Background: an optimization exercise with open tools, aiming at small area and a short achievable clock period. Do not read the settings as production practice. At most, simulation tests tie the RTL to the original design; equivalence was not proved. For runs 7 and 8, only the layout was checked, not whether the RTL still works. Power figures rest on the tool's default switching activity, not on a simulated workload.

### design/flow/design.v
module fadd_sub(
  input  logic        clk_i,
  input  logic [31:0] operand_a,
  input  logic [31:0] operand_b,
  output logic [31:0] result_o
);
  wire        sa = operand_a[31], sb = operand_b[31];
  wire [7:0]  fa = operand_a[30:23], fb = operand_b[30:23];
  wire        za = (fa == 8'd0), zb = (fb == 8'd0);    
  wire [7:0]  ea1 = {fa[7:1], fa[0] | za};             
  wire [7:0]  eb1 = {fb[7:1], fb[0] | zb};
  wire [23:0] ma = {~za, operand_a[22:0]};
  wire [23:0] mb = {~zb, operand_b[22:0]};
  wire [7:0]  ea = {fa[7:1], fa[0] | (za & (operand_a[22:0] != 23'd0))};
  wire [7:0]  eb = {fb[7:1], fb[0] | (zb & (operand_b[22:0] != 23'd0))};
  wire [7:0]  xp = fa ^ ~fb;
  wire [7:0]  xg = fa & ~fb;
  wire eg0 = xg[1] | (xp[1] & xg[0]);
  wire ep0 = xp[1] & xp[0];
  wire eg1 = xg[3] | (xp[3] & xg[2]);
  wire ep1 = xp[3] & xp[2];
  wire eg2 = xg[5] | (xp[5] & xg[4]);
  wire ep2 = xp[5] & xp[4];
  wire eg3 = xg[7] | (xp[7] & xg[6]);
  wire ep3 = xp[7] & xp[6];
  wire eg4 = xg[2] | (xp[2] & eg0);
  wire ep4 = xp[2] & ep0;
  wire eg5 = eg1 | (ep1 & eg0);
  wire ep5 = ep1 & ep0;
  wire eg6 = xg[6] | (xp[6] & eg2);
  wire ep6 = xp[6] & ep2;
  wire eg7 = eg3 | (ep3 & eg2);
  wire ep7 = ep3 & ep2;
  wire eg8 = xg[4] | (xp[4] & eg5);
  wire ep8 = xp[4] & ep5;
  wire eg9 = eg2 | (ep2 & eg5);
  wire ep9 = ep2 & ep5;
  wire eg10 = eg6 | (ep6 & eg5);
  wire ep10 = ep6 & ep5;
  wire eg11 = eg7 | (ep7 & eg5);
  wire ep11 = ep7 & ep5;
  wire [7:0]  gE = {eg11, eg10, eg9, eg8, eg5, eg4, eg0, xg[0]};
  wire [7:0]  pE;
  assign pE[0] = xp[0];
  assign pE[1] = pE[0] & xp[1];
  assign pE[2] = pE[1] & xp[2];
  assign pE[3] = pE[2] & xp[3];
  assign pE[4] = pE[3] & xp[4];
  assign pE[5] = pE[4] & xp[5];
  assign pE[6] = pE[5] & xp[6];
  assign pE[7] = pE[6] & xp[7];
  wire        a_exp_gt = gE[7];               
  wire        exp_eq = pE[7];                 
  wire [7:0]  d;                              
  wire        corr = za ^ zb;
  assign d[0] = a_exp_gt ? (xp[0] ^ ~corr) : ~(xp[0] ^ corr);
  assign d[1] = a_exp_gt ? (xp[1] ^ (gE[0] | (pE[0] & ~corr))) : ~(xp[1] ^ (gE[0] | (pE[0] & corr)));
  assign d[2] = a_exp_gt ? (xp[2] ^ (gE[1] | (pE[1] & ~corr))) : ~(xp[2] ^ (gE[1] | (pE[1] & corr)));
  assign d[3] = a_exp_gt ? (xp[3] ^ (gE[2] | (pE[2] & ~corr))) : ~(xp[3] ^ (gE[2] | (pE[2] & corr)));
  assign d[4] = a_exp_gt ? (xp[4] ^ (gE[3] | (pE[3] & ~corr))) : ~(xp[4] ^ (gE[3] | (pE[3] & corr)));
  assign d[5] = a_exp_gt ? (xp[5] ^ (gE[4] | (pE[4] & ~corr))) : ~(xp[5] ^ (gE[4] | (pE[4] & corr)));
  assign d[6] = a_exp_gt ? (xp[6] ^ (gE[5] | (pE[5] & ~corr))) : ~(xp[6] ^ (gE[5] | (pE[5] & corr)));
  assign d[7] = a_exp_gt ? (xp[7] ^ (gE[6] | (pE[6] & ~corr))) : ~(xp[7] ^ (gE[6] | (pE[6] & corr)));
  wire [23:0] ma_s = ma, mb_s = mb;
  wire        a_gt_b = a_exp_gt | (exp_eq & (operand_a[22:0] > operand_b[22:0]));
  wire        zero = (d[7:5] != 3'd0);                      
  wire        sub = sa ^ sb;
  wire [23:0] m_big   = a_gt_b ? ma : mb;
  wire [23:0] m_small = a_gt_b ? mb_s : ma_s;
  wire [23:0] sh1 = d[0] ? {1'b0, m_small[23:1]} : m_small;
  wire [23:0] sh2 = d[1] ? {2'b0, sh1[23:2]} : sh1;
  wire [23:0] sh4 = d[2] ? {4'b0, sh2[23:4]} : sh2;
  wire [23:0] sh8 = d[3] ? {8'b0, sh4[23:8]} : sh4;
  wire [23:0] sh16 = d[4] ? {16'b0, sh8[23:16]} : sh8;
  wire [23:0] y = (zero ? 24'd0 : sh16) ^ {24{sub}};
  logic        r_sign, r_sub;
  logic [7:0]  r_exp;
  logic [23:0] r_x, r_y;
  always_ff @(posedge clk_i) begin
    r_sign <= a_gt_b ? sa : sb;
    r_sub  <= sub;
    r_exp  <= a_gt_b ? ea : eb;
    r_x    <= m_big;
    r_y    <= y;
  end
  wire [24:0] p = {r_x ^ r_y, 1'b0};
  wire [24:0] g = {r_x & r_y, r_sub};
  wire [24:0] s;    
  wire cg12 = g[1] | (p[1] & g[0]);
  wire cp12 = p[1] & p[0];
  wire cg13 = g[3] | (p[3] & g[2]);
  wire cp13 = p[3] & p[2];
  wire cg14 = g[5] | (p[5] & g[4]);
  wire cp14 = p[5] & p[4];
  wire cg15 = g[7] | (p[7] & g[6]);
  wire cp15 = p[7] & p[6];
  wire cg16 = g[9] | (p[9] & g[8]);
  wire cp16 = p[9] & p[8];
  wire cg17 = g[11] | (p[11] & g[10]);
  wire cp17 = p[11] & p[10];
  wire cg18 = g[13] | (p[13] & g[12]);
  wire cp18 = p[13] & p[12];
  wire cg19 = g[15] | (p[15] & g[14]);
  wire cp19 = p[15] & p[14];
  wire cg20 = g[17] | (p[17] & g[16]);
  wire cp20 = p[17] & p[16];
  wire cg21 = g[19] | (p[19] & g[18]);
  wire cp21 = p[19] & p[18];
  wire cg22 = g[21] | (p[21] & g[20]);
  wire cp22 = p[21] & p[20];
  wire cg23 = g[23] | (p[23] & g[22]);
  wire cp23 = p[23] & p[22];
  wire cg24 = g[2] | (p[2] & cg12);
  wire cp24 = p[2] & cp12;
  wire cg25 = cg13 | (cp13 & cg12);
  wire cp25 = cp13 & cp12;
  wire cg26 = g[6] | (p[6] & cg14);
  wire cp26 = p[6] & cp14;
  wire cg27 = cg15 | (cp15 & cg14);
  wire cp27 = cp15 & cp14;
  wire cg28 = g[10] | (p[10] & cg16);
  wire cp28 = p[10] & cp16;
  wire cg29 = cg17 | (cp17 & cg16);
  wire cp29 = cp17 & cp16;
  wire cg30 = g[14] | (p[14] & cg18);
  wire cp30 = p[14] & cp18;
  wire cg31 = cg19 | (cp19 & cg18);
  wire cp31 = cp19 & cp18;
  wire cg32 = g[18] | (p[18] & cg20);
  wire cp32 = p[18] & cp20;
  wire cg33 = cg21 | (cp21 & cg20);
  wire cp33 = cp21 & cp20;
  wire cg34 = g[22] | (p[22] & cg22);
  wire cp34 = p[22] & cp22;
  wire cg35 = cg23 | (cp23 & cg22);
  wire cp35 = cp23 & cp22;
  wire cg36 = g[4] | (p[4] & cg25);
  wire cp36 = p[4] & cp25;
  wire cg37 = cg14 | (cp14 & cg25);
  wire cp37 = cp14 & cp25;
  wire cg38 = cg26 | (cp26 & cg25);
  wire cp38 = cp26 & cp25;
  wire cg39 = cg27 | (cp27 & cg25);
  wire cp39 = cp27 & cp25;
  wire cg40 = g[12] | (p[12] & cg29);
  wire cp40 = p[12] & cp29;
  wire cg41 = cg18 | (cp18 & cg29);
  wire cp41 = cp18 & cp29;
  wire cg42 = cg30 | (cp30 & cg29);
  wire cp42 = cp30 & cp29;
  wire cg43 = cg31 | (cp31 & cg29);
  wire cp43 = cp31 & cp29;
  wire cg44 = g[20] | (p[20] & cg33);
  wire cp44 = p[20] & cp33;
  wire cg45 = cg22 | (cp22 & cg33);
  wire cp45 = cp22 & cp33;
  wire cg46 = cg34 | (cp34 & cg33);
  wire cp46 = cp34 & cp33;
  wire cg47 = cg35 | (cp35 & cg33);
  wire cp47 = cp35 & cp33;
  wire cg48 = g[8] | (p[8] & cg39);
  wire cp48 = p[8] & cp39;
  wire cg49 = cg16 | (cp16 & cg39);
  wire cp49 = cp16 & cp39;
  wire cg50 = cg28 | (cp28 & cg39);
  wire cp50 = cp28 & cp39;
  wire cg51 = cg29 | (cp29 & cg39);
  wire cp51 = cp29 & cp39;
  wire cg52 = cg40 | (cp40 & cg39);
  wire cp52 = cp40 & cp39;
  wire cg53 = cg41 | (cp41 & cg39);
  wire cp53 = cp41 & cp39;
  wire cg54 = cg42 | (cp42 & cg39);
  wire cp54 = cp42 & cp39;
  wire cg55 = cg43 | (cp43 & cg39);
  wire cp55 = cp43 & cp39;
  wire cg56 = g[24] | (p[24] & cg47);
  wire cp56 = p[24] & cp47;
  wire cg57 = g[16] | (p[16] & cg55);
  wire cp57 = p[16] & cp55;
  wire cg58 = cg20 | (cp20 & cg55);
  wire cp58 = cp20 & cp55;
  wire cg59 = cg32 | (cp32 & cg55);
  wire cp59 = cp32 & cp55;
  wire cg60 = cg33 | (cp33 & cg55);
  wire cp60 = cp33 & cp55;
  wire cg61 = cg44 | (cp44 & cg55);
  wire cp61 = cp44 & cp55;
  wire cg62 = cg45 | (cp45 & cg55);
  wire cp62 = cp45 & cp55;
  wire cg63 = cg46 | (cp46 & cg55);
  wire cp63 = cp46 & cp55;
  wire cg64 = cg47 | (cp47 & cg55);
  wire cp64 = cp47 & cp55;
  wire cg65 = cg56 | (cp56 & cg55);
  wire cp65 = cp56 & cp55;
  assign s[0] = p[1] ^ g[0];
  assign s[1] = p[2] ^ cg12;
  assign s[2] = p[3] ^ cg24;
  assign s[3] = p[4] ^ cg25;
  assign s[4] = p[5] ^ cg36;
  assign s[5] = p[6] ^ cg37;
  assign s[6] = p[7] ^ cg38;
  assign s[7] = p[8] ^ cg39;
  assign s[8] = p[9] ^ cg48;
  assign s[9] = p[10] ^ cg49;
  assign s[10] = p[11] ^ cg50;
  assign s[11] = p[12] ^ cg51;
  assign s[12] = p[13] ^ cg52;
  assign s[13] = p[14] ^ cg53;
  assign s[14] = p[15] ^ cg54;
  assign s[15] = p[16] ^ cg55;
  assign s[16] = p[17] ^ cg57;
  assign s[17] = p[18] ^ cg58;
  assign s[18] = p[19] ^ cg59;
  assign s[19] = p[20] ^ cg60;
  assign s[20] = p[21] ^ cg61;
  assign s[21] = p[22] ^ cg62;
  assign s[22] = p[23] ^ cg63;
  assign s[23] = p[24] ^ cg64;
  assign s[24] = cg65;
  wire        norm = s[24] & ~r_sub;    
  assign result_o = {r_sign,
                     norm ? r_exp + 8'd1 : r_exp,
                     norm ? s[23:1] : s[22:0]};
endmodule
### design/flow/flow/run.sh
#!/bin/bash
# Own layout flow: the standard ORFS flow (standard.sh), with these changes:
#  - ports are buffered with sky130_fd_sc_hd__buf_1 (which repair may upsize)
#    instead of the clkdlybuf4s50_1 that buffer_ports picks by default;
#  - repair_timing aims for a setup slack margin of MARGIN ns (flow/margin);
#  - if flow/abc.script exists, synthesis is the standard synthesis script
#    with that ABC script for the combinational mapping (flow/my_synth.tcl);
#    flip-flops are mapped before ABC runs, so registers are unchanged;
#  - any extra ORFS variables listed in flow/env (KEY=VALUE lines).
# Every tool's output goes to the ORFS logs under orfs/logs, and make's own
# output to standard.log in this folder.
set -euo pipefail
MARGIN=$(cat flow/margin 2>/dev/null || echo 5)
export BUFFER_PORTS_ARGS="-buffer_cell sky130_fd_sc_hd__buf_1"
if [[ -f flow/env ]]; then set -a; source flow/env; set +a; fi
EXTRA=()
if [[ -f flow/abc.script ]]; then
  export MY_ABC_SCRIPT="$PWD/flow/abc.script"
  EXTRA+=("SYNTH_SCRIPT=$PWD/flow/my_synth.tcl")
fi
bash standard.sh "${EXTRA[@]}" SETUP_SLACK_MARGIN=$MARGIN finish > standard.log 2>&1
### design/flow/flow/abc.script
strash
dch
map -B 0.9 -D 4000
topo
stime -c
buffer -c
upsize -c -D 4000
dnsize -c -D 4000
### design/flow/constraint.sdc
create_clock -name core_clock -period 12.0 [get_ports {clk_i}]
set_input_delay 2.4000 -clock core_clock [delete_from_list [all_inputs] [get_ports {clk_i}]]
set_output_delay 2.4000 -clock core_clock [all_outputs]
set_load 0.01 [all_outputs]
### design/flow/standard.sh
#!/bin/bash
# synth_recipe.tcl (not shown) runs the flow's synth.tcl, then flattens the netlist and writes it again
# the make line also repeats each setting of config.mk as NAME=value (left out here)
make -C /OpenROAD-flow-scripts/flow DESIGN_CONFIG=/design/flow/config.mk WORK_HOME=/design/flow/orfs CLKGATE_MAP_FILE= SYNTH_SCRIPT=/design/flow/synth_recipe.tcl "${@:-finish}"
### design/flow/flow/margin
6.3
### design/flow/flow/my_synth.tcl
# The standard synthesis script (synth_recipe.tcl), except that Yosys's abc
# step runs the ABC script named by MY_ABC_SCRIPT instead of ORFS's.
proc synth {args} { yosys synth -nofsm -noshare {*}$args }
proc abc {args} {
  set i [lsearch -exact $args -script]
  if {$i >= 0 && [info exists ::env(MY_ABC_SCRIPT)] && $::env(MY_ABC_SCRIPT) ne ""} {
    lset args [expr {$i + 1}] $::env(MY_ABC_SCRIPT)
  }
  yosys abc {*}$args
}
source $::env(SCRIPTS_DIR)/synth.tcl
# left out here: clear keep_hierarchy, flatten, clean up, hide names made inside functions, write 1_2_yosys.v
### design/flow/config.mk
export PLATFORM = sky130hd
export DESIGN_NAME = fadd_sub
export DESIGN_NICKNAME = fadd_sub
export VERILOG_FILES = /design/flow/design.v
export SDC_FILE = /design/flow/constraint.sdc
export NUM_CORES = 4
export LEC_CHECK = 0
export ABC_AREA = 1
export CAP_MARGIN = 20
export CORE_MARGIN = 2
export CORE_UTILIZATION = 40
export SLEW_MARGIN = 20
export TNS_END_PERCENT = 20
### design/flow/flow/env
CTS_ARGS="-sink_clustering_enable -repair_clock_nets -dont_use_dummy_load -buf_list sky130_fd_sc_hd__clkbuf_8"
==> results.toml, run 1 <==
[detailed_routing]
viasPerCell = 5.11
met3WireLength_um = 743
drt_pass1_iterations = 7
top_layer_used = "met4"
wl_per_cell_um = 13.9
ant_nets = 0
wl_met2_mm = 7.27
met1_length_mm = 8.31
wirelength_mm = 16.5
first_iter_violations = 373
route.detailed.drc = 0
dr_total_vias = 6081

[final_layout]
antennaDiodeCount = 0
syn_to_final_growth_pct = 16.8
final_nets = 1135
drive_above_1_share = 0.0686
design_area_um2 = 6770

[place]
gp_congestion = 0.842
dpl_cell_area_um2 = 6280
dpl.hpwl_mm = 12.8
io_buffers = 96

[synth]
synthXorXnorAreaFrac = 0.0785
synth_compound_area_frac = 0.140
synthMuxAreaShare = 0.00539
synth_top_area_share = 0.200
synth_cells = 919
synth_edf_count = 0
seq_area_frac_synth = 0.200
syn_area_per_cell_um2 = 6.31
syn_nets = 1046
syn-cell-area_um2 = 5800
ys_ff_latch = 58
synth_adder_area_share = 0.143
yosys_warnings = 1
synth-main-ff-cell = "dfxtp_1"
synth_top_family_by_area = "simple AND/OR/NAND/NOR gates"
synth_area_leader_cell = "dfxtp_1"
synthTopCellsByArea = "dfxtp_1 (20%), nand2_1 (15%), nand3_1 (14%)"
async_reset_ff_frac = 0
synthSimpleGateAreaFrac = 0.339
synth_cell_type_count = 28

[floorplanning]
start_util = 0.404
die-area_um2 = 15500
num_rows = 44
die-width_um = 124
io_pins = 97
fp.coreArea_um2 = 14400
die_h_um = 124

[global_route]
grt_pass1_wl_mm = 26.0
antenna_found_initial = 0
track_usage = 0.202
grt_max_degree = 53
grt_overflow = 0
grt_pass1_vias = 5308

[sta]
tns_ns = 0
min_period_over_period = 0.461
final_hold_viol_count = 0
setup_violations = 0
timing.fmax_mhz = 181
slew_violations = 0
finalCriticalPeriod_ns = 5.53
worst-slew-pin-transition_ns = 0.840
relSlewSlack = 0.439
grt_setup_unrepaired = "yes"

[pwr]
vdd_ir_drop_max_mv = 0.0448
cellPowerDensity_nw_per_um2 = 145
power_leakage_nw = 3.22

[cts]
cts.htree.levels = 3
path_clk_slew_ns = 0.06
cts_max_path_buffers = 2
clock-sinks = 58
cts_hold_buffers = 0
root_buffer = "clkbuf_8"
cts_buffers = 9
cts_tree = "done"

[worst_setup_path]
critical_path.startpoint_type = "flip-flop"
cpMostUsedCell = "nand2_1"
crit_path_cell_trace = "inv_4, fa_1, inv_1, nand3_1, nand2_1, nand2_1, nand2_1, nand2_1, a21oi_4, a21oi_2, o21ai_2, a21boi_2, o21ai_0, a21oi_1, xor2_1, mux2i_1, buf_1"
crit_required_ns = 9.60
slowest_stage = "fa_1"
crit_type = "reg -> out"
worstPathArrival_ns = 3.13
slowest_delay_ns = 0.41
endpoint_kind = "primary output"
cp_max_fo = 4

[worst_hold_path]
holdPathStages = 2
hold_class = "in -> reg"

[flow_run]
max_cap_viol_count = 0

[run_status]
status = "complete, no violations"
Yosys cell counts (all sizes together), types with 2 or more instances:
cell type / instances
nand3: 159
dfxtp: 58
clkinv: 3
o211ai: 15
inv: 100
buf: 4
nor4: 10
a21oi: 47
fa: 7
xnor2: 7
mux2i: 2
nor2: 25
o21ai: 82
nand2: 228
nor3: 8
xor2: 45
clkbuf: 38
o21bai: 3
nand3b: 3
ha: 55
a21boi: 2
nand4: 14
final timing paths:
| kind | start | endpoint |
|---|---|---|
| worst max-delay path | r_sub | result_o[21] |
| worst min-delay path | operand_b[31] | r_sign |
logic make-up after synthesis:
| group | after synthesis |
|---|---|
| and+or+nand+nor | 448 |
| buffers and inverters | 145 |
| muxes | 3 |
| adders and majority gates | 62 |
| DFF | 58 |
| AOI/OAI and AO/OA | 151 |
| xor gates and xnor gates | 52 |
metal layers:
layer | global-route usage | vias to the layer above
met3 | 0.0249 | 14
met5 | 0 | -
met4 | 0.0430 | 0
met1 | 0.301 | 2684
met2 | 0.312 | 136
li1 | - | 3247
state kept, by name (all words and copies together) (netlist names):
register	count
r_sign	1
r_sub	1
r_exp	8
r_y	24
r_x	24
cells in the final DEF, fill, tap and decap left out, drive strengths merged, types with 7 or more instances in the layout:
cell      n
nor3      8
buf     110
inv     100
dfxtp    58
o211ai   15
nand2   233
nor2     25
o21ai    82
a21oi    47
nand4    14
nor4     10
xor2     45
clkbuf   11
xnor2     7
ha       55
nand3   159
fa        7
timing repair:
item | in CTS | in global routing
cloned | 3 | 5
endpoints found under the setup margin | 66 | 55
gates resized for setup | 40 | 19
pin swaps | 5 | 9
buffers inserted | 3 | 8
worst max-delay path, delay by kind of cell, from the launching register on:
kind	cells	cell delay, ns
AO/OA/AOI/OAI	6	0.95
XOR/XNOR	1	0.17
adder cells (fa/ha/maj)	1	0.41
buffers and inverters	3	0.36
flip-flops	1	0.34
multiplexers	1	0.16
AND/OR/NAND/NOR	5	0.42
power breakdown:
group / switching, W / internal, W / leakage [nW]
Combinational: 0.000395 / 0.000223 / 2.67
Sequential: 0.0000155 / 0.000225 / 0.489
Clock: 0.0000576 / 0.0000661 / 0.0647
per-stage QoR:
stage | utilization | setup WS (ns) | cells | total power [W] | hold slack (ns)
4_1_cts | 0.457 | 6.30 | 1177 | 0.000964 | 2.36
5_1_grt | 0.471 | 6.16 | 1190 | 0.00108 | 2.37
3_5_place_dp | 0.437 | 4.94 | 1162 | 0.000814 | 2.70
6_report | 0.471 | 6.47 | 1190 | 0.000982 | 2.37
2_1_floorplan | - | 6.40 | 919 | 0.000665 | 2.51
3_3_place_gp | 0.437 | 5.04 | 1162 | 0.000812 | 2.68
final cells by class:
type | count | area [um2]
Tap cell | 184 | 230
Timing Repair inverter | 3 | 21.3
Sequential cell | 58 | 1160
Timing Repair Buffer | 112 | 546
Fill cell | 1562 | 7600
Inverter | 103 | 415
Multi-Input combinational cell | 721 | 4270
Clock buffer | 9 | 124
==> inputs of run 2 (changes only) <==
--- a/design/flow/config.mk
+++ b/design/flow/config.mk
@@ -10,4 +10,4 @@
 export CORE_MARGIN = 2
 export CORE_UTILIZATION = 40
+export GPL_TIMING_DRIVEN = 1
 export SLEW_MARGIN = 20
-export TNS_END_PERCENT = 20
==> results.toml, run 2 <==
[place]
gp_congestion = 0.842
dpl_cell_area_um2 = 6280
io_buffers = 96
dpl.hpwl_mm = 12.8

[synth]
synth_top_area_share = 0.200
ys_ff_latch = 58
ys_top_cells_by_count = "nand2_1 (228), nand3_1 (159), inv_1 (99)"
seq_area_frac_synth = 0.200
syn-cell-area_um2 = 5800
async_reset_ff_frac = 0
yosys_warnings = 1
synth_most_common_cell = "nand2_1"
synth-main-ff-cell = "dfxtp_1"
synthTopCellsByArea = "dfxtp_1 (20%), nand2_1 (15%), nand3_1 (14%)"
synth_cell_type_count = 28
synth_edf_count = 0
synth_cells = 919
synth_area_leader_cell = "dfxtp_1"
syn_nets = 1046
syn_area_per_cell_um2 = 6.31

[cts]
cts_buffers = 9
cts_hold_buffers = 0
path_clk_slew_ns = 0.06
clock-sinks = 58
cts_max_path_buffers = 2
root_buffer = "clkbuf_8"
cts.htree.levels = 3
cts_tree = "done"

[global_route]
track_usage = 0.203
grt_pass1_vias = 5352
grt_overflow = 0
grt_pass1_wl_mm = 26.1
grt_max_degree = 53
antenna_found_initial = 0

[worst_hold_path]
hold_class = "in -> reg"
hold_path_end = "r_sign"
holdPathStages = 2
hold_start = "operand_b[31]"

[final_layout]
final_common_cell = "nand2_1"
drive_above_1_share = 0.0716
reg_top3 = "r_x x24, r_y x24, r_exp x8"
antennaDiodeCount = 0
syn_to_final_growth_pct = 16.9
final_nets = 1134
n_fill_cell = 1564
design_area_um2 = 6780
layout_common_cells = "nand2_1 (222), nand3_1 (158), inv_1 (97)"

[detailed_routing]
drt_pass1_iterations = 5
dr_total_vias = 6079
first_iter_violations = 380
wl_per_cell_um = 13.8
wirelength_mm = 16.4
route.detailed.drc = 0
ant_nets = 0
viasPerCell = 5.11

[sta]
grt_setup_unrepaired = "yes"
slew_violations = 0
min_period_over_period = 0.456
tns_ns = 0
timing.fmax_mhz = 183
final_hold_viol_count = 0
finalCriticalPeriod_ns = 5.47
relSlewSlack = 0.439
setup_violations = 0
worst-slew-pin-transition_ns = 0.841

[pwr]
power_leakage_nw = 3.22
vdd_ir_drop_max_mv = 0.0443
cellPowerDensity_nw_per_um2 = 145

[worst_setup_path]
worstPathArrival_ns = 3.07
crit_required_ns = 9.60
endpoint_kind = "primary output"
cp_max_fo = 8
crit_type = "reg -> out"
critical_path.startpoint_type = "flip-flop"

[floorplanning]
die-area_um2 = 15500
die-width_um = 124
fp.coreArea_um2 = 14400
die_h_um = 124
io_pins = 97
start_util = 0.404
num_rows = 44

[run_status]
status = "complete, no violations"

[flow_run]
max_cap_viol_count = 0
## run 2: cell counts after synthesis
No cell type changed its count.
## run 2: worst max-delay path, cell delays in order (launching register included)
cell	delay (ns)
dfxtp_2	0.33
inv_4	0.08
fa_1	0.41
inv_1	0.09
nand3_1	0.06
nand2_1	0.10
nand2_1	0.07
nand2_2	0.08
nand2_1	0.09
a21oi_4	0.16
a21oi_2	0.10
o21ai_2	0.16
a21boi_2	0.11
o21ai_2	0.17
a21o_4	0.18
nand2_8	0.10
nor2_1	0.13
xor2_1	0.17
buf_2	0.15
## run 2: kinds of logic after synthesis
kind of cell,count (synthesis),share of synthesized area
adders and majority gates,62,0.143
xor gates and xnor gates,52,0.0785
muxes,3,0.00539
and+or+nand+nor,448,0.339
DFF,58,0.200
buffers and inverters,145,0.0945
AOI/OAI and AO/OA,151,0.140
## run 2: timing repair
action | in CTS | in global routing
endpoints found under the setup margin | 66 | 55
buffers inserted | 4 | 6
pin swaps | 5 | 9
endpoints found under the hold margin | 0 | 0
resized for setup | 43 | 23
gates cloned | 4 | 4
## run 2: power by group
part	total (W)	internal (W)	switching [W]
Combinational	0.000620	0.000225	0.000395
Sequential	0.000241	0.000225	0.0000154
Clock	0.000123	0.0000661	0.0000574
Total	0.000984	0.000516	0.000468
## run 2: how the worst max path moves through the flow
stage / slack (ns) / startpoint / end / depth (start not counted)
finish: 6.53 / r_sub / result_o[26] / 18
detailed placement: 4.94 / r_x[2] / result_o[3] / 16
CTS: 6.30 / r_sub / result_o[29] / 18
global route: 6.26 / r_sub / result_o[27] / 18
floorplan: 6.40 / r_sub / result_o[10] / 18
global placement: 5.04 / r_x[2] / result_o[0] / 16
## run 2: layer usage
metal	vias to the layer above	global-route usage	routed length (um)
met5	-	0	0
met4	0	0.0430	214
met3	14	0.0249	721
met2	148	0.316	7200
met1	2669	0.301	8280
li1	3248	-	-
## run 2: per-stage QoR
step	util	total power (W)	setup slack, ns	std cells	hold slack (ns)
floorplan	-	0.000665	6.40	919	2.51
global placement	0.437	0.000812	5.04	1162	2.68
detailed placement	0.437	0.000814	4.94	1162	2.70
CTS	0.459	0.000970	6.30	1179	2.36
global route	0.472	0.00109	6.26	1189	2.37
finish	0.472	0.000984	6.53	1189	2.37
## run 2: area by class of cell
class	instances	area [um2]	area share
Inverter	103	415	0.0613
Multi-Input combinational cell	721	4290	0.632
Sequential cell	58	1160	0.171
Timing Repair inverter	3	21.3	0.00314
Timing Repair Buffer	111	541	0.0797
Tap cell	184	230	0.0340
Clock buffer	9	124	0.0183
==> inputs of run 3 (changes only) <==
==> design/flow/flow/abc.script (replaced) <==
strash
dch
map -B 0.9 -D 5000
topo
stime -c
buffer -c
upsize -c -D 5000
dnsize -c -D 5000
--- a/design/flow/config.mk
+++ b/design/flow/config.mk
@@ -10,4 +10,3 @@
 export CORE_MARGIN = 2
 export CORE_UTILIZATION = 40
-export GPL_TIMING_DRIVEN = 1
 export SLEW_MARGIN = 20
==> results.toml, run 3 <==
[global_route]
grt_pass1_wl_mm = 28.3
busiest_layer = "met2"
grt_max_degree = 57
use_met2 = 0.380
grt_use_met1 = 0.351
grt_pass1_vias = 5488
grt_overflow = 0
track_usage = 0.241
grt_use_met3 = 0.0265
antenna_found_initial = 1

[floorplanning]
num_rows = 43
die-width_um = 123
start_util = 0.408
die_h_um = 123
io_pins = 97
die-area_um2 = 15100
fp.coreArea_um2 = 13800

[synth]
seq_area_frac_synth = 0.206
synthMuxAreaShare = 0.00377
ys_top_cells_by_count = "nand2_1 (253), inv_1 (115), o21ai_0 (92)"
synth_most_common_cell = "nand2_1"
synth_compound_area_frac = 0.173
ys_ff_latch = 58
synth_adder_area_share = 0.147
synth_edf_count = 0
async_reset_ff_frac = 0
synthSimpleGateAreaFrac = 0.277
synthXorXnorAreaFrac = 0.0899
synth_cell_type_count = 32
yosys_warnings = 1
synth_top_family_by_area = "simple AND/OR/NAND/NOR gates"
synth_top_area_share = 0.206
syn_area_per_cell_um2 = 6.33
synth-main-ff-cell = "dfxtp_1"
synth_cells = 892
syn_nets = 1019
synthTopCellsByArea = "dfxtp_1 (21%), nand2_1 (17%), ha_1 (12%)"
synth_area_leader_cell = "dfxtp_1"
syn-cell-area_um2 = 5650

[worst_setup_path]
cp_max_fo = 3
critical_path.startpoint_type = "flip-flop"
crit_type = "reg -> out"
endpoint_kind = "primary output"
worstPathArrival_ns = 3.28
crit_required_ns = 9.60
slowest_delay_ns = 0.37
cpMostUsedCell = "nand2_2"
slowest_stage = "fa_2"

[flow_run]
max_cap_viol_count = 0

[sta]
relSlewSlack = 0.406
slew_violations = 0
tns_ns = 0
final_hold_viol_count = 0
min_period_over_period = 0.473
setup_violations = 0
finalCriticalPeriod_ns = 5.68
grt_setup_unrepaired = "yes"
setup_slack_ns = 6.32
worst-slew-pin-transition_ns = 0.890
timing.fmax_mhz = 176

[final_layout]
multi_input_area_um2 = 4300
final_nets = 1143
fin_util = 0.516
regArea_um2 = 1160
syn_to_final_growth_pct = 26.2
n_fill_cell = 1413
drive_above_1_share = 0.159
reg_top3 = "r_x x24, r_y x24, r_exp x8"
final_common_cell = "nand2_1"
layout_common_cells = "nand2_1 (235), inv_1 (104), buf_1 (72)"
design_area_um2 = 7130

[cts]
clock-sinks = 58
cts_buffers = 9
cts_hold_buffers = 0
root_buffer = "clkbuf_8"
path_clk_slew_ns = 0.06
cts.htree.levels = 3
cts_tree = "done"
cts_max_path_buffers = 2

[detailed_routing]
wirelength_mm = 18.3
viasPerCell = 5.18
dr_total_vias = 6189
drt_pass1_iterations = 7
route.detailed.drc = 0
ant_nets = 0
first_iter_violations = 470
wl_per_cell_um = 15.3

[place]
io_buffers = 96
pre_cts_ws_ns = 5.01
dpl_cell_area_um2 = 6120
gp_congestion = 0.917
dpl.hpwl_mm = 13.3

[run_status]
status = "complete, no violations"

[pwr]
cellPowerDensity_nw_per_um2 = 154
vdd_ir_drop_max_mv = 0.0559
power_leakage_nw = 3.39
total_power_w = 0.00110

[worst_hold_path]
hold_class = "in -> reg"
==> run 3: cell count changes after synthesis, sizes merged, moves of 10 or more <==
| cell | before | now |
|---|---|---|
| nand2 | 228 | 253 |
| o21ai | 82 | 92 |
| inv | 100 | 115 |
| nand3 | 159 | 57 |
| nor2 | 25 | 37 |
==> run 3: per-layer routing <==
layer / part of all wire / routed length (um)
met1: 0.48 / 8850
met5: 0 / 0
met3: 0.054 / 992
met4: 0.023 / 425
met2: 0.44 / 8050
==> run 3: power by group <==
| group | leakage, nW | switching, W | total [W] | internal, W |
|---|---|---|---|---|
| clock network | 0.0647 | 0.0000611 | 0.000127 | 0.0000663 |
| registers | 0.489 | 0.0000158 | 0.000241 | 0.000225 |
| logic | 2.83 | 0.000445 | 0.000726 | 0.000282 |
| total | 3.39 | 0.000522 | 0.00110 | 0.000573 |
==> run 3: cell type report <==
cell class,count,area share
Multi-Input combinational cell,684,0.604
Sequential cell,58,0.163
Timing Repair Buffer,138,0.107
Inverter,116,0.0656
Tap cell,180,0.0316
Clock buffer,9,0.0174
Timing Repair inverter,9,0.0112
Antenna cell,1,0.000351
==> run 3: path summary, 6_finish.rpt <==
check	startpoint	end	slack, ns	cells after the start
max	r_y[0]	result_o[22]	6.32	27
min	operand_a[31]	r_sign	2.35	2
==> run 3: through the flow <==
step           hold slack (ns)  std cells
3_3_place_gp              2.68       1133
5_1_grt                   2.36       1194
4_1_cts                   2.34       1168
6_report                  2.35       1195
3_5_place_dp              2.69       1133
2_1_floorplan             2.51        892
==> run 3: what timing repair did <==
item / 4_1_cts / 5_1_grt
buffers inserted: 16 / 19
pin swaps: 17 / 22
endpoints found under the setup margin: 55 / 55
cloned: 10 / 7
hold endpoints to repair: 0 / 0
gates resized for setup: 88 / 75
==> run 3: critical path: cells and delay by family, from the launching register on <==
| family | cells | cell delay, ns |
|---|---|---|
| buffers and inverters | 10 | 0.76 |
| AND/OR/NAND/NOR | 10 | 0.73 |
| AO/OA/AOI/OAI | 5 | 0.64 |
| adder cells (fa/ha/maj) | 1 | 0.37 |
| flip-flops | 1 | 0.32 |
| XOR/XNOR | 1 | 0.14 |
==> run 3: cells by family (layout without fill, tap and decap cells) <==
logic type / count (synthesis) / in the layout
simple gates: 378 / 383
compound gates: 179 / 179
buf+inv: 155 / 272
fa+ha+maj: 62 / 62
xor+xnor: 58 / 58
flops: 58 / 58
mux: 2 / 2
other cells: 0 / 1
==> inputs of run 4 (changes only) <==
==> design/flow/flow/abc.script (replaced) <==
strash
dch
map -B 0.9 -D 3500
topo
stime -c
buffer -c
upsize -c -D 3500
dnsize -c -D 3500
==> results.toml, run 4 <==
[run_status]
status = "complete, no violations"

[place]
gp_congestion = 0.851
dpl_cell_area_um2 = 6390
pre_cts_ws_ns = 5.52
io_buffers = 96
dpl.hpwl_mm = 13.5

[detailed_routing]
wirelength_mm = 17.4
viasPerCell = 5.17
dr_total_vias = 6377
ant_nets = 0
route.detailed.drc = 0
first_iter_violations = 494
drt_pass1_iterations = 5
wl_per_cell_um = 14.1

[worst_setup_path]
cp_max_fo = 15
slowest_delay_ns = 0.38
crit_path_cell_trace = "inv_2, fa_2, inv_2, nand3_1, nand2_2, nand2_1, nand2_2, nand2_1, a21oi_4, a21oi_2, o21ai_2, a31oi_2, o21bai_1, nand2_2, buf_12, nor2_1, xor2_1, clkbuf_2"
slowest_stage = "fa_2"
endpoint_kind = "primary output"
critical_path.top_delay_family = "compound AO/OA/AOI/OAI gates"
crit_type = "reg -> out"
crit_start = "r_sub"
cpMostUsedCell = "nand2_2"
crit_required_ns = 9.60
worstPathArrival_ns = 3.04
critical_path.startpoint_type = "flip-flop"
crit_buf_inv = 4

[global_route]
grt_use_met1 = 0.333
grt_pass1_vias = 5468
grt_max_degree = 88
antenna_found_initial = 0
grt_pass1_wl_mm = 27.4
track_usage = 0.211
grt_use_met3 = 0.0188
grt_overflow = 0
use_met2 = 0.309
busiest_layer = "met1"

[synth]
synth_cells = 962
synth-main-ff-cell = "dfxtp_1"
synth_area_leader_cell = "dfxtp_1"
synth_top_area_share = 0.197
synth_most_common_cell = "nand2_1"
ys_ff_latch = 58
synthTopCellsByArea = "dfxtp_1 (20%), nand2_1 (19%), nand3_1 (15%)"
syn-cell-area_um2 = 5900
seq_area_frac_synth = 0.197
syn_area_per_cell_um2 = 6.13
synth_edf_count = 0
yosys_warnings = 1
syn_nets = 1089
ys_top_cells_by_count = "nand2_1 (299), nand3_1 (177), inv_1 (89)"
synth_cell_type_count = 29
async_reset_ff_frac = 0

[cts]
cts_max_path_buffers = 2
cts_tree = "done"
clock-sinks = 58
cts_buffers = 9
cts.htree.levels = 3
cts_hold_buffers = 0
path_clk_slew_ns = 0.05
root_buffer = "clkbuf_8"

[sta]
setup_slack_ns = 6.56
slew_violations = 0
worst-slew-pin-transition_ns = 0.698
final_hold_viol_count = 0
relSlewSlack = 0.534
grt_setup_unrepaired = "no"
finalCriticalPeriod_ns = 5.44
timing.fmax_mhz = 184
setup_violations = 0
tns_ns = 0
min_period_over_period = 0.454

[worst_hold_path]
hold_path_end = "r_sign"
hold_start = "operand_a[31]"
holdPathStages = 2
hold_class = "in -> reg"

[pwr]
power_leakage_nw = 3.35
cellPowerDensity_nw_per_um2 = 140
vdd_ir_drop_max_mv = 0.0479

[final_layout]
fin_util = 0.471
reg_top3 = "r_x x24, r_y x24, r_exp x8"
n_fill_cell = 1569
syn_to_final_growth_pct = 15.8
final_nets = 1178
antennaDiodeCount = 0
design_area_um2 = 6830
drive_above_1_share = 0.0629
final_common_cell = "nand2_1"
layout_common_cells = "nand2_1 (291), nand3_1 (176), buf_1 (91)"

[floorplanning]
num_rows = 44
die-area_um2 = 15700
die_h_um = 125
start_util = 0.407
io_pins = 97
die-width_um = 125
fp.coreArea_um2 = 14500

[flow_run]
max_cap_viol_count = 0
run 4: layout make-up:
cell class | count | area [um2] | area share
Sequential cell | 58 | 1160 | 0.170
Multi-Input combinational cell | 776 | 4370 | 0.639
Inverter | 90 | 365 | 0.0535
Tap cell | 184 | 230 | 0.0337
Timing Repair Buffer | 113 | 558 | 0.0817
Timing Repair inverter | 3 | 22.5 | 0.00330
Clock buffer | 9 | 124 | 0.0181
run 4: cells by family after synthesis:
group                    share of synthesized area
AND/OR/NAND/NOR                              0.403
buffers and inverters                       0.0828
AO/OA/AOI/OAI                                0.105
adder cells (fa/ha/maj)                      0.140
flip-flops                                   0.197
XOR/XNOR                                    0.0698
multiplexers                               0.00191
run 4: timing repair:
action	CTS	global route
buffers inserted	2	7
pin swaps	2	6
endpoints found under the setup margin	55	55
resized for setup	24	29
cloned	2	4
run 4: through the flow:
step,total power (W),hold slack (ns),instances
5_1_grt,0.00105,2.36,1233
3_5_place_dp,0.000783,2.69,1209
2_1_floorplan,0.000641,2.51,962
6_report,0.000954,2.36,1233
3_3_place_gp,0.000781,2.69,1209
4_1_cts,0.000927,2.35,1222
run 4: how the worst max path moves through the flow:
stage | endpoint | slack [ns] | cells after the start
3_5_place_dp | r_y[0] | 5.52 | 20
5_1_grt | r_y[2] | 6.28 | 20
2_1_floorplan | result_o[16] | 6.63 | 17
6_report | result_o[26] | 6.56 | 18
3_3_place_gp | r_y[0] | 5.46 | 20
4_1_cts | result_o[25] | 6.29 | 19
run 4: power breakdown:
| group | total [W] | internal (W) | switching [W] |
|---|---|---|---|
| combinational | 0.000591 | 0.000212 | 0.000379 |
| clock | 0.000127 | 0.0000663 | 0.0000605 |
| sequential | 0.000236 | 0.000222 | 0.0000142 |
| total | 0.000954 | 0.000501 | 0.000454 |
run 4: metal layers:
metal	vias to the layer above	part of all wire
li1	3361	-
met1	2802	0.51
met2	204	0.43
met3	10	0.049
met4	0	0.0069
met5	-	0
==> inputs of run 5 (changes only) <==
==> design/flow/flow/abc.script (replaced) <==
strash
dch
map -B 0.9 -D 4500
topo
stime -c
buffer -c
upsize -c -D 4500
dnsize -c -D 4500
==> results.toml, run 5 <==
[run_status]
status = "complete, no violations"

[synth]
synth_edf_count = 0
syn_area_per_cell_um2 = 6.25
seq_area_frac_synth = 0.202
ys_ff_latch = 58
synth_cell_type_count = 32
synthTopCellsByArea = "dfxtp_1 (20%), nand2_1 (19%), ha_1 (12%)"
async_reset_ff_frac = 0
syn-cell-area_um2 = 5740
yosys_warnings = 1
synth_top_area_share = 0.202
synth_most_common_cell = "nand2_1"
synth-main-ff-cell = "dfxtp_1"
synth_area_leader_cell = "dfxtp_1"
syn_nets = 1046
ys_top_cells_by_count = "nand2_1 (292), nand3_1 (112), inv_1 (88)"
synth_cells = 919

[final_layout]
syn_to_final_growth_pct = 23.8
final_common_cell = "nand2_1"
design_area_um2 = 7110
fin_util = 0.510
drive_above_1_share = 0.141
final_cells = 1220
final_nets = 1168
reg_top3 = "r_x x24, r_y x24, r_exp x8"
n_fill_cell = 1501
layout_common_cells = "nand2_1 (274), nand3_1 (110), inv_1 (79)"

[cts]
path_clk_slew_ns = 0.06
clock-sinks = 58
cts_buffers = 9
cts_hold_buffers = 0
cts.htree.levels = 3
cts_tree = "done"
cts_max_path_buffers = 2
root_buffer = "clkbuf_8"

[place]
dpl.hpwl_mm = 14.7
placed_cells = 1162
gp_congestion = 0.934
dpl_cell_area_um2 = 6220
io_buffers = 96

[worst_setup_path]
endpoint_kind = "primary output"
crit_type = "reg -> out"
critical_path.startpoint_type = "flip-flop"
cp_max_fo = 7
worstPathArrival_ns = 3.28
crit_required_ns = 9.60

[detailed_routing]
drt_pass1_iterations = 6
route.detailed.drc = 0
viasPerCell = 5.30
wl_per_cell_um = 16.1
dr_total_vias = 6466
wirelength_mm = 19.6
ant_nets = 0
first_iter_violations = 667

[global_route]
grt_overflow = 0
grt_use_met3 = 0.0343
grt_pass1_vias = 5669
track_usage = 0.257
use_met2 = 0.408
grt_use_met1 = 0.366
antenna_found_initial = 1
grt_max_degree = 49
grt_pass1_wl_mm = 30.1
busiest_layer = "met2"

[sta]
timing.fmax_mhz = 176
worst-slew-pin-transition_ns = 0.792
setup_violations = 0
min_period_over_period = 0.474
grt_setup_unrepaired = "yes"
tns_ns = 0
final_hold_viol_count = 0
finalCriticalPeriod_ns = 5.68
relSlewSlack = 0.471
slew_violations = 0

[worst_hold_path]
hold_path_end = "r_exp[4]"
hold_start = "operand_b[27]"
hold_class = "in -> reg"
holdPathStages = 3

[pwr]
power_leakage_nw = 3.46
cellPowerDensity_nw_per_um2 = 153
vdd_ir_drop_max_mv = 0.0451
total_power_w = 0.00109

[floorplanning]
io_pins = 97
num_rows = 43
die-width_um = 124
fp.coreArea_um2 = 13900
die-area_um2 = 15300
die_h_um = 124
start_util = 0.412

[flow_run]
max_cap_viol_count = 0
==> run 5: cell types whose count changed after synthesis, moves of 3 or more <==
cell	delta
clkbuf_1	+5
o22ai_1	+3
nand3b_1	-6
o211ai_1	+6
nor2_1	-8
clkinv_1	+3
nand3_1	-65
buf_1	-6
o21ai_0	+20
xor2_1	+5
nand2_1	-7
nor4_1	+4
==> run 5: cell families after synthesis <==
group           count (synthesis)  share of synthesized area
simple gates                  466                      0.344
fa+ha+maj                      62                      0.144
flops                          58                      0.202
xor+xnor                       51                     0.0778
buf+inv                       130                     0.0856
mux                             3                    0.00545
compound gates                149                      0.141
==> run 5: timing repair <==
item / CTS / global route
cloned: 7 / 4
buffers inserted: 21 / 16
resized for setup: 74 / 43
setup endpoints to repair: 58 / 55
pin swaps: 15 / 13
==> run 5: stage by stage <==
| step | hold WS (ns) | worst slack [ns] |
|---|---|---|
| 6_report | 2.37 | 6.32 |
| 5_1_grt | 2.37 | 6.08 |
| 4_1_cts | 2.36 | 6.19 |
| 3_5_place_dp | 2.71 | 4.91 |
| 3_3_place_gp | 2.71 | 4.89 |
| 2_1_floorplan | 2.51 | 6.35 |
==> run 5: area by class of cell <==
type                            instances  area [um2]  area share
Inverter                               92         384      0.0540
Clock buffer                            9         124      0.0174
Sequential cell                        58        1160       0.164
Multi-Input combinational cell        734        4360       0.613
Antenna cell                            1        2.50    0.000352
Timing Repair inverter                  5        47.5     0.00669
Timing Repair Buffer                  141         803       0.113
Tap cell                              180         225      0.0317
==> run 5: worst max path at each step <==
stage / startpoint / end / slack (ns) / cells past startpoint
2_1_floorplan: r_sub / result_o[10] / 6.35 / 24
3_3_place_gp: r_sub / result_o[28] / 4.89 / 25
3_5_place_dp: r_sub / result_o[28] / 4.91 / 25
4_1_cts: r_y[0] / result_o[28] / 6.19 / 25
5_1_grt: r_y[0] / result_o[29] / 6.08 / 24
6_report: r_y[0] / result_o[29] / 6.32 / 24
==> run 5: routing by layer <==
metal  part of all wire  vias up
li1                   -     3291
met2               0.45      268
met4              0.019        0
met5                  0        -
met3              0.074       25
met1               0.46     2882
==> run 5: worst max-delay path, stage by stage, from the launching register on <==
cell     delay (ns)
dfxtp_2        0.34
inv_2          0.04
fa_2           0.37
inv_2          0.07
nand3_2        0.06
nand2_2        0.08
nand2_2        0.07
nand2_4        0.07
nand2_2        0.05
a21oi_2        0.14
nand3_1        0.10
nand2_2        0.09
inv_2          0.04
o21ai_2        0.13
inv_2          0.06
o21ai_4        0.16
nand2_1        0.08
nand2_2        0.09
inv_2          0.04
o21ai_2        0.15
a21o_4         0.19
nand2_8        0.11
nor3_4         0.13
xor2_1         0.16
buf_2          0.15
==> run 5: power breakdown <==
| part | internal, W | total, W | switching (W) |
|---|---|---|---|
| registers | 0.000225 | 0.000241 | 0.0000164 |
| logic | 0.000274 | 0.000721 | 0.000447 |
| clock network | 0.0000662 | 0.000126 | 0.0000599 |
| total | 0.000565 | 0.00109 | 0.000523 |
==> inputs of run 6 (changes only) <==
==> design/flow/flow/margin (replaced) <==
6.0
removed: design/flow/flow/abc.script
removed: design/flow/flow/my_synth.tcl
==> results.toml, run 6 <==
[synth]
syn-cell-area_um2 = 6350
synthMuxAreaShare = 0.00177
syn_nets = 1139
synthSimpleGateAreaFrac = 0.415
yosys_warnings = 1
ys_ff_latch = 58
synth_edf_count = 0
synth_cell_type_count = 43
synthXorXnorAreaFrac = 0.0701
synth_most_common_cell = "nand2_1"
synth-main-ff-cell = "dfxtp_1"
synth_cells = 1012
synth_compound_area_frac = 0.102
async_reset_ff_frac = 0
synth_top_family_by_area = "simple AND/OR/NAND/NOR gates"
synth_area_leader_cell = "dfxtp_1"
synth_top_area_share = 0.183
synth_adder_area_share = 0.130
synthTopCellsByArea = "dfxtp_1 (18%), nand2_1 (18%), nand3_1 (15%)"
seq_area_frac_synth = 0.183
ys_top_cells_by_count = "nand2_1 (302), nand3_1 (192), inv_1 (95)"
syn_area_per_cell_um2 = 6.28

[detailed_routing]
wl_per_cell_um = 16.0
first_iter_violations = 610
ant_nets = 0
viasPerCell = 5.18
route.detailed.drc = 0
dr_total_vias = 6746
drt_pass1_iterations = 6
wirelength_mm = 20.8

[final_layout]
final_nets = 1215
layout_common_cells = "nand2_1 (301), nand3_1 (192), buf_1 (96)"
reg_top3 = "r_x x24, r_y x24, r_exp x8"
design_area_um2 = 7010
fin_util = 0.446
final_common_cell = "nand2_1"
syn_to_final_growth_pct = 10.4
drive_above_1_share = 0.0645
n_fill_cell = 1767
antennaDiodeCount = 0

[floorplanning]
start_util = 0.404
die-width_um = 130
die_h_um = 130
io_pins = 97
fp.coreArea_um2 = 15700
num_rows = 46
die-area_um2 = 16900

[worst_setup_path]
worstPathArrival_ns = 3.24
endpoint_kind = "primary output"
critical_path.startpoint_type = "flip-flop"
cp_max_fo = 29
crit_required_ns = 9.60
crit_type = "reg -> out"

[pwr]
vdd_ir_drop_max_mv = 0.0446
power_leakage_nw = 3.41
total_power_w = 0.000997
cellPowerDensity_nw_per_um2 = 142

[sta]
worst-slew-pin-transition_ns = 0.861
tns_ns = 0
relSlewSlack = 0.424
setup_violations = 0
slew_violations = 0
grt_setup_unrepaired = "no"
final_hold_viol_count = 0
timing.fmax_mhz = 177
finalCriticalPeriod_ns = 5.64
min_period_over_period = 0.470

[cts]
root_buffer = "clkbuf_8"
clock-sinks = 58
cts_tree = "done"
cts.htree.levels = 3
cts_max_path_buffers = 2
path_clk_slew_ns = 0.06
cts_buffers = 9
cts_hold_buffers = 0

[place]
dpl_cell_area_um2 = 6790
gp_congestion = 0.947
dpl.hpwl_mm = 17.1
io_buffers = 96

[flow_run]
max_cap_viol_count = 0

[global_route]
use_met2 = 0.398
grt_overflow = 0
track_usage = 0.254
grt_pass1_wl_mm = 32.9
antenna_found_initial = 1
grt_pass1_vias = 5977
busiest_layer = "met2"
grt_max_degree = 61
grt_use_met3 = 0.0279
grt_use_met1 = 0.369

[worst_hold_path]
holdPathStages = 3
hold_path_end = "r_exp[6]"
hold_start = "operand_b[29]"
hold_class = "in -> reg"

[run_status]
status = "complete, no violations"
run 6: changes by cell type in the layout (fill, tap and decap cells not counted), moves of 8 or more:
cell,previous run,this run
buf_1,73,96
nor3_1,11,3
nand3_1,110,192
o211ai_1,11,3
o21ai_0,62,53
o21ai_1,15,2
buf_4,39,8
nand2_1,274,301
buf_2,17,0
inv_1,79,95
nor2_1,19,43
run 6: final cells by class:
| type | instances | area, um2 | share of cell area |
|---|---|---|---|
| inverters | 104 | 409 | 0.0584 |
| repair buffers | 105 | 435 | 0.0621 |
| flip-flops and latches | 58 | 1160 | 0.166 |
| clock buffers | 9 | 124 | 0.0177 |
| multi-input cells | 810 | 4610 | 0.658 |
| well taps | 216 | 270 | 0.0386 |
run 6: metal layers:
| layer | wire length, um | share of wire |
|---|---|---|
| met1 | 10000 | 0.48 |
| met2 | 9070 | 0.44 |
| met3 | 1300 | 0.062 |
| met4 | 421 | 0.020 |
| met5 | 0 | 0 |
run 6: worst max-delay path: stages (launching register included):
cell,delay (ns)
dfxtp_1,0.30
inv_1,0.08
fa_1,0.43
inv_1,0.10
nand3_1,0.07
nand2_1,0.11
nand2_1,0.06
nand2_1,0.10
nand2_1,0.08
a21oi_2,0.22
a21oi_2,0.12
o21ai_2,0.18
nand3_1,0.08
nand2_1,0.08
nand2_1,0.05
buf_4,0.23
inv_8,0.17
nand4_1,0.12
xnor2_1,0.15
buf_1,0.16
run 6: worst max-delay path by stage:
stage | startpoint | endpoint | slack, ns | cells past startpoint
2_1_floorplan | r_sub | result_o[2] | 7.00 | 17
3_3_place_gp | operand_b[24] | r_y[19] | 5.05 | 19
3_5_place_dp | operand_b[24] | r_y[19] | 5.15 | 19
4_1_cts | operand_b[24] | r_y[19] | 6.03 | 19
5_1_grt | operand_b[24] | r_y[5] | 5.99 | 21
6_report | r_sub | result_o[27] | 6.36 | 19
run 6: where the power goes:
group	total [W]	switching, W	internal [W]
Sequential	0.000242	0.0000180	0.000224
Clock	0.000131	0.0000650	0.0000665
Combinational	0.000624	0.000415	0.000209
run 6: cells by family after synthesis:
family	count (synthesis)
AND/OR/NAND/NOR	586
buffers and inverters	144
AO/OA/AOI/OAI	114
XOR/XNOR	47
flip-flops	58
multiplexers	1
adder cells (fa/ha/maj)	62
run 6: repair_timing:
item                                    4_1_cts  5_1_grt
gates cloned                                  0        0
pin swaps                                     1        0
hold endpoints to repair                      0        0
buffers inserted                              1        4
resized for setup                             6       12
endpoints found under the setup margin       43       36
run 6: per-stage QoR:
step           hold WS (ns)  cells  worst slack (ns)
2_1_floorplan          2.51   1012              7.00
3_3_place_gp           2.71   1288              5.05
3_5_place_dp           2.70   1288              5.15
4_1_cts                2.35   1298              6.03
5_1_grt                2.39   1302              5.99
6_report               2.36   1302              6.36
==> inputs of run 7 (changes only) <==
--- a/design/flow/design.v
+++ b/design/flow/design.v
@@ -12,6 +12,5 @@
   wire [23:0] ma = {~za, operand_a[22:0]};
   wire [23:0] mb = {~zb, operand_b[22:0]};
-  wire [7:0]  ea = {fa[7:1], fa[0] | (za & (operand_a[22:0] != 23'd0))};
-  wire [7:0]  eb = {fb[7:1], fb[0] | (zb & (operand_b[22:0] != 23'd0))};
+  wire [7:0]  ea = fa, eb = fb;    
   wire [7:0]  xp = fa ^ ~fb;
   wire [7:0]  xg = fa & ~fb;
@@ -64,14 +63,14 @@
   wire [23:0] ma_s = ma, mb_s = mb;
   wire        a_gt_b = a_exp_gt | (exp_eq & (operand_a[22:0] > operand_b[22:0]));
-  wire        zero = (d[7:5] != 3'd0);                      
+  wire [4:0]  ds = d[4:0] | {5{d[7:5] != 3'd0}};    
   wire        sub = sa ^ sb;
   wire [23:0] m_big   = a_gt_b ? ma : mb;
   wire [23:0] m_small = a_gt_b ? mb_s : ma_s;
-  wire [23:0] sh1 = d[0] ? {1'b0, m_small[23:1]} : m_small;
-  wire [23:0] sh2 = d[1] ? {2'b0, sh1[23:2]} : sh1;
-  wire [23:0] sh4 = d[2] ? {4'b0, sh2[23:4]} : sh2;
-  wire [23:0] sh8 = d[3] ? {8'b0, sh4[23:8]} : sh4;
-  wire [23:0] sh16 = d[4] ? {16'b0, sh8[23:16]} : sh8;
-  wire [23:0] y = (zero ? 24'd0 : sh16) ^ {24{sub}};
+  wire [23:0] sh1 = ds[0] ? {1'b0, m_small[23:1]} : m_small;
+  wire [23:0] sh2 = ds[1] ? {2'b0, sh1[23:2]} : sh1;
+  wire [23:0] sh4 = ds[2] ? {4'b0, sh2[23:4]} : sh2;
+  wire [23:0] sh8 = ds[3] ? {8'b0, sh4[23:8]} : sh4;
+  wire [23:0] sh16 = ds[4] ? {16'b0, sh8[23:16]} : sh8;
+  wire [23:0] y = sh16 ^ {24{sub}};
   logic        r_sign, r_sub;
   logic [7:0]  r_exp;
@@ -221,6 +220,7 @@
   assign s[24] = cg65;
   wire        norm = s[24] & ~r_sub;    
+  wire [7:0]  e_big = {r_exp[7:1], r_exp[0] | (~r_x[23] & (r_x[22:0] != 23'd0))};
   assign result_o = {r_sign,
-                     norm ? r_exp + 8'd1 : r_exp,
+                     norm ? e_big + 8'd1 : e_big,
                      norm ? s[23:1] : s[22:0]};
 endmodule
==> results.toml, run 7 <==
[worst_hold_path]
hold_path_end = "r_x[13]"
hold_start = "operand_b[13]"
holdPathStages = 3
hold_class = "in -> reg"

[floorplanning]
io_pins = 97
fp.coreArea_um2 = 15800
die-width_um = 131
die_h_um = 131
start_util = 0.407
num_rows = 46
die-area_um2 = 17100

[sta]
timing.fmax_mhz = 174
slew_violations = 0
min_period_over_period = 0.478
tns_ns = 0
worst-slew-pin-transition_ns = 0.751
finalCriticalPeriod_ns = 5.74
grt_setup_unrepaired = "yes"
relSlewSlack = 0.499
final_hold_viol_count = 0
setup_violations = 0

[cts]
root_buffer = "clkbuf_8"
cts_tree = "done"
path_clk_slew_ns = 0.06
clock-sinks = 58
cts_hold_buffers = 0
cts_max_path_buffers = 2
cts.htree.levels = 3
cts_buffers = 9

[synth]
syn_nets = 1158
synth_edf_count = 0
synth_top_area_share = 0.181
seq_area_frac_synth = 0.181
synth_cells = 1031
syn_area_per_cell_um2 = 6.22
ys_top_cells_by_count = "nand2_1 (301), nand3_1 (192), inv_1 (91)"
syn-cell-area_um2 = 6410
synth_cell_type_count = 44
async_reset_ff_frac = 0
synth-main-ff-cell = "dfxtp_1"
synth_most_common_cell = "nand2_1"
yosys_warnings = 1
synthTopCellsByArea = "dfxtp_1 (18%), nand2_1 (18%), nand3_1 (15%)"
ys_ff_latch = 58
synth_area_leader_cell = "dfxtp_1"

[worst_setup_path]
crit_start = "r_x[2]"
endpoint_kind = "primary output"
slowest_stage = "ha_1"
slowest_delay_ns = 0.34
worstPathArrival_ns = 3.34
crit_required_ns = 9.60
crit_type = "reg -> out"
cpMostUsedCell = "nand2_1"
crit_path_cell_trace = "ha_1, a21oi_1, nand2_1, nand2_1, nand2_1, nand3_1, nand2_1, a21oi_2, o21ai_2, a21boi_2, o21ai_2, a21o_2, nand2_8, inv_6, o21ai_0, clkbuf_2"
cp_max_fo = 17
critical_path.startpoint_type = "flip-flop"

[place]
dpl_cell_area_um2 = 6800
io_buffers = 96
dpl.hpwl_mm = 15.7
gp_congestion = 0.951

[global_route]
grt_max_degree = 92
antenna_found_initial = 0
grt_overflow = 0
track_usage = 0.231
grt_pass1_wl_mm = 30.6
grt_pass1_vias = 6088

[detailed_routing]
wirelength_mm = 19.9
wl_per_cell_um = 15.1
drt_pass1_iterations = 6
dr_total_vias = 6848
viasPerCell = 5.19
first_iter_violations = 614
ant_nets = 0
route.detailed.drc = 0

[pwr]
internal_power_w = 0.000482
power_leakage_nw = 3.43
p_sw_w = 0.000464
p_sw_frac = 0.491
p_comb_frac = 0.600
power_frac_seq = 0.258
vdd_ir_drop_max_mv = 0.0444
cellPowerDensity_nw_per_um2 = 134
pwr-share-clk = 0.142

[final_layout]
final_common_cell = "nand2_1"
reg_top3 = "r_x x24, r_y x24, r_exp x8"
drive_above_1_share = 0.0653
antennaDiodeCount = 0
layout_common_cells = "nand2_1 (301), nand3_1 (192), buf_1 (95)"
syn_to_final_growth_pct = 10.2
design_area_um2 = 7070
final_nets = 1232

[run_status]
status = "complete, no violations"

[flow_run]
max_cap_viol_count = 0
==> run 7: cell types whose count changed in the layout (fill, tap and decap cells not counted), moves of 4 or more <==
cell / delta
nand4_1: +19
o21ai_0: +11
a21oi_1: -9
nand3_2: -8
inv_1: -6
nor2_1: +5
nor2_2: +5
xor2_1: -4
==> run 7: logic make-up after synthesis <==
logic type / count (synthesis) / share of synthesized area
compound gates: 112 / 0.0944
xor+xnor: 42 / 0.0574
fa+ha+maj: 62 / 0.129
buf+inv: 149 / 0.104
flops: 58 / 0.181
mux: 1 / 0.00176
simple gates: 607 / 0.432
==> run 7: area by class of cell <==
type                    instances  area (um2)
repair inverters                2        16.3
well taps                     216         270
inverters                     101         407
multi-input cells             826        4640
flip-flops and latches         58        1160
fillers                      1738        8700
clock buffers                   9         124
repair buffers                107         448
==> run 7: power groups by stage <==
| stage | combinational (W) | clock [W] | sequential (W) |
|---|---|---|---|
| 4_1_cts | 0.000546 | 0.000138 | 0.000244 |
| 3_3_place_gp | 0.000538 | 0 | 0.000248 |
| 3_5_place_dp | 0.000541 | 0 | 0.000248 |
| 5_1_grt | 0.000645 | 0.000144 | 0.000247 |
| 2_1_floorplan | 0.000422 | 0 | 0.000237 |
| 6_report | 0.000567 | 0.000134 | 0.000244 |
==> run 7: routing by layer <==
metal,share of wire,up-vias,GRT usage
li1,-,3553,-
met1,0.49,3045,0.329
met2,0.44,223,0.369
met3,0.052,27,0.0309
met4,0.018,0,0.0620
met5,0,-,0
==> run 7: per-stage QoR <==
step                instances  setup slack [ns]  hold WS, ns   util  total power, W
floorplan                1031              6.94         2.51      -        0.000659
global placement         1299              5.76         2.69  0.431        0.000786
detailed placement       1299              5.65         2.69  0.431        0.000789
CTS                      1308              6.01         2.31  0.440        0.000928
global route             1319              5.99         2.34  0.448         0.00104
finish                   1319              6.26         2.33  0.448        0.000946
==> run 7: worst max-delay path by stage <==
stage	to	slack (ns)	depth (start not counted)
after floorplan	result_o[26]	6.94	18
after global placement	r_y[19]	5.76	20
after detailed placement	r_y[19]	5.65	20
after CTS	r_y[19]	6.01	20
after global routing	r_y[13]	5.99	18
final	result_o[0]	6.26	16
==> run 7: what timing repair did <==
item / 4_1_cts / 5_1_grt
setup endpoints to repair: 21 / 45
resized for setup: 5 / 15
buffers inserted: 0 / 7
pin swaps: 0 / 4
cloned: 0 / 4
==> run 7: critical path, delay by kind of cell, from the launching register on <==
family | cells | cell delay (ns)
flip-flops | 1 | 0.32
buffers and inverters | 2 | 0.29
adder cells (fa/ha/maj) | 1 | 0.34
AND/OR/NAND/NOR | 6 | 0.64
AO/OA/AOI/OAI | 7 | 1.40
==> inputs of run 8 (changes only) <==
--- a/design/flow/design.v
+++ b/design/flow/design.v
@@ -71,9 +71,8 @@
   wire [23:0] sh4 = ds[2] ? {4'b0, sh2[23:4]} : sh2;
   wire [23:0] sh8 = ds[3] ? {8'b0, sh4[23:8]} : sh4;
-  wire [23:0] sh16 = ds[4] ? {16'b0, sh8[23:16]} : sh8;
-  wire [23:0] y = sh16 ^ {24{sub}};
   logic        r_sign, r_sub;
   logic [7:0]  r_exp;
   logic [23:0] r_x, r_y;
+  logic [4:4] r_d;
   always_ff @(posedge clk_i) begin
     r_sign <= a_gt_b ? sa : sb;
@@ -81,8 +80,11 @@
     r_exp  <= a_gt_b ? ea : eb;
     r_x    <= m_big;
-    r_y    <= y;
+    r_y    <= sh8;
+    r_d    <= ds[4:4];
   end
-  wire [24:0] p = {r_x ^ r_y, 1'b0};
-  wire [24:0] g = {r_x & r_y, r_sub};
+  wire [23:0] r_sh16 = r_d[4] ? {16'b0, r_y[23:16]} : r_y;
+  wire [23:0] y = r_sh16 ^ {24{r_sub}};
+  wire [24:0] p = {r_x ^ y, 1'b0};
+  wire [24:0] g = {r_x & y, r_sub};
   wire [24:0] s;    
   wire cg12 = g[1] | (p[1] & g[0]);
==> design/flow/flow/margin (replaced) <==
5.8
==> results.toml, run 8 <==
[run_status]
status = "complete, no violations"

[worst_setup_path]
crit_type = "reg -> out"
critical_path.startpoint_type = "flip-flop"
worstPathArrival_ns = 3.41
cp_max_fo = 24
crit_required_ns = 9.60
endpoint_kind = "primary output"
crit_start = "r_sub"

[floorplanning]
die-area_um2 = 17500
fp.coreArea_um2 = 16000
io_pins = 97
die-width_um = 132
die_h_um = 132
start_util = 0.412
num_rows = 46

[global_route]
grt_pass1_vias = 5990
grt_pass1_wl_mm = 30.6
grt_overflow = 0
antenna_found_initial = 1
track_usage = 0.215
grt_max_degree = 61

[detailed_routing]
first_iter_violations = 544
route.detailed.drc = 0
viasPerCell = 5.01
ant_nets = 0
wirelength_mm = 19.3
drt_pass1_iterations = 5
dr_total_vias = 6822
wl_per_cell_um = 14.2

[cts]
cts_max_path_buffers = 2
cts_tree = "done"
cts.htree.levels = 3
path_clk_slew_ns = 0.05
clock-sinks = 59
cts_buffers = 9
root_buffer = "clkbuf_8"

[sta]
relSlewSlack = 0.306
min_period_over_period = 0.484
finalCriticalPeriod_ns = 5.81
worst-slew-pin-transition_ns = 1.04
slew_violations = 0
tns_ns = 0
grt_setup_unrepaired = "no"
timing.fmax_mhz = 172
setup_violations = 0
final_hold_viol_count = 0
setup_slack_ns = 6.19
fin_hold_ws_ns = 2.34

[synth]
synthSimpleGateAreaFrac = 0.443
ys_ff_latch = 59
synth_edf_count = 0
async_reset_ff_frac = 0
synth_top_area_share = 0.210
synth_area_leader_cell = "nand2_1"
syn_area_per_cell_um2 = 6.10
synth-main-ff-cell = "dfxtp_1"
synth_most_common_cell = "nand2_1"
synth_cells = 1080
syn-cell-area_um2 = 6590
synth_cell_type_count = 51
yosys_warnings = 1
ys_top_cells_by_count = "nand2_1 (368), nand3_1 (149), inv_1 (109)"
synth_compound_area_frac = 0.0893
syn_nets = 1206
seq_area_frac_synth = 0.179
synthTopCellsByArea = "nand2_1 (21%), dfxtp_1 (18%), nand3_1 (11%)"
synthMuxAreaShare = 0.00171
synthXorXnorAreaFrac = 0.0559
synth_top_family_by_area = "simple AND/OR/NAND/NOR gates"
synth_adder_area_share = 0.123

[final_layout]
syn_to_final_growth_pct = 9.12
multi_input_area_um2 = 4740
reg_top3 = "r_x x24, r_y x24, r_exp x8"
drive_above_1_share = 0.0550
layout_common_cells = "nand2_1 (366), nand3_1 (149), inv_1 (109)"
final_nets = 1273
final_common_cell = "nand2_1"
antennaDiodeCount = 0
n_fill_cell = 1827
design_area_um2 = 7190
regArea_um2 = 1180

[place]
pre_cts_ws_ns = 5.61
dpl_cell_area_um2 = 6970
io_buffers = 96
gp_congestion = 0.873
dpl.hpwl_mm = 15.6

[pwr]
vdd_ir_drop_max_mv = 0.0642
cellPowerDensity_nw_per_um2 = 133
power_leakage_nw = 3.64
total_power_w = 0.000959

[worst_hold_path]
hold_class = "in -> reg"
hold_start = "operand_b[31]"

[flow_run]
max_cap_viol_count = 0
run 8: critical path: stages, from the launching register on:
cell and delay, ns:
dfxtp_1 0.32, buf_6 0.26, xor2_1 0.18, inv_1 0.06
ha_1 0.34, a21oi_2 0.20, nor2_1 0.06, nor2_1 0.16
nor2_1 0.07, nor2_2 0.12, inv_1 0.11, a221oi_2 0.30
nor2_1 0.07, nor2_1 0.12, nand2_2 0.14, nand2_8 0.13
buf_4 0.15, nand2_1 0.05, o21ai_0 0.08, buf_1 0.17
run 8: layer usage:
layer  up-vias  wire [um]  track usage
met2       205       8580        0.334
met4         0        341       0.0627
met5         -          0            0
met1      2959       9490        0.321
li1       3640          -            -
met3        18        878      0.00846
run 8: final cells by class:
type	count	area share
Multi-Input combinational cell	857	0.659
Sequential cell	59	0.165
Inverter	119	0.0634
Timing Repair Buffer	101	0.0576
Tap cell	216	0.0376
Clock buffer	9	0.0172
run 8: final timing paths:
check                 endpoint  slack, ns  cells after the start
hold / removal           r_sub       2.34                      2
setup / recovery  result_o[25]       6.19                     19
run 8: through the flow:
stage           util  std cells
4_1_cts        0.444       1356
5_1_grt        0.449       1361
2_1_floorplan      -       1080
3_5_place_dp   0.436       1347
6_report       0.449       1361
3_3_place_gp   0.436       1347
run 8: kinds of logic (layout without fill, tap and decap cells):
family                     count (synthesis)  count (layout)
DFF                                       59              59
adders and majority gates                 61              61
xor gates and xnor gates                  42              42
muxes                                      1               1
and+or+nand+nor                          649             650
buffers and inverters                    166             229
AOI/OAI and AO/OA                        102             103
run 8: report_power, final:
group          switching [W]  internal, W  leakage (nW)
clock network      0.0000606    0.0000664        0.0647
logic               0.000380     0.000196          3.08
registers          0.0000226     0.000234         0.492
run 8: what timing repair did:
action | in CTS | in global routing
pin swaps | 0 | 2
setup buffers | 0 | 3
setup endpoints to repair | 18 | 53
hold buffers | 0 | 0
gates resized for setup | 1 | 9
cloned | 0 | 2

re-timing with driven ports:
How much do the figures lean on ideal ports? The routed layouts below were timed once more, with nothing changed but the port constraints.
Step 1 sets driving cells, clkbuf_16 on the clock port and buf_2 on the other inputs (assumed; they add their load-dependent delay and slew).
Step 2, shift: input delay + t, output delay - t, t = (earliest + latest rising clock arrival at the registers) / 2. This alone moves slack from input paths to output paths.
a / b / c = ideal / step 1 / step 2; a / b = the first two.
run	t, ns	setup WS [ns]
run 1	0.347	6.466 / 6.433 / 6.269
run 2	0.347	6.525 / 6.492 / 6.265
run 3	0.351	6.322 / 6.291 / 6.166
run 4	0.350	6.557 / 6.528 / 6.238
run 5	0.346	6.317 / 6.287 / 6.203
run 6	0.356	6.363 / 6.326 / 6.081
run 7	0.363	6.258 / 6.228 / 5.955
run 8	0.340	6.189 / 6.159 / 5.879
After both steps setup and hold are still met in every run listed.
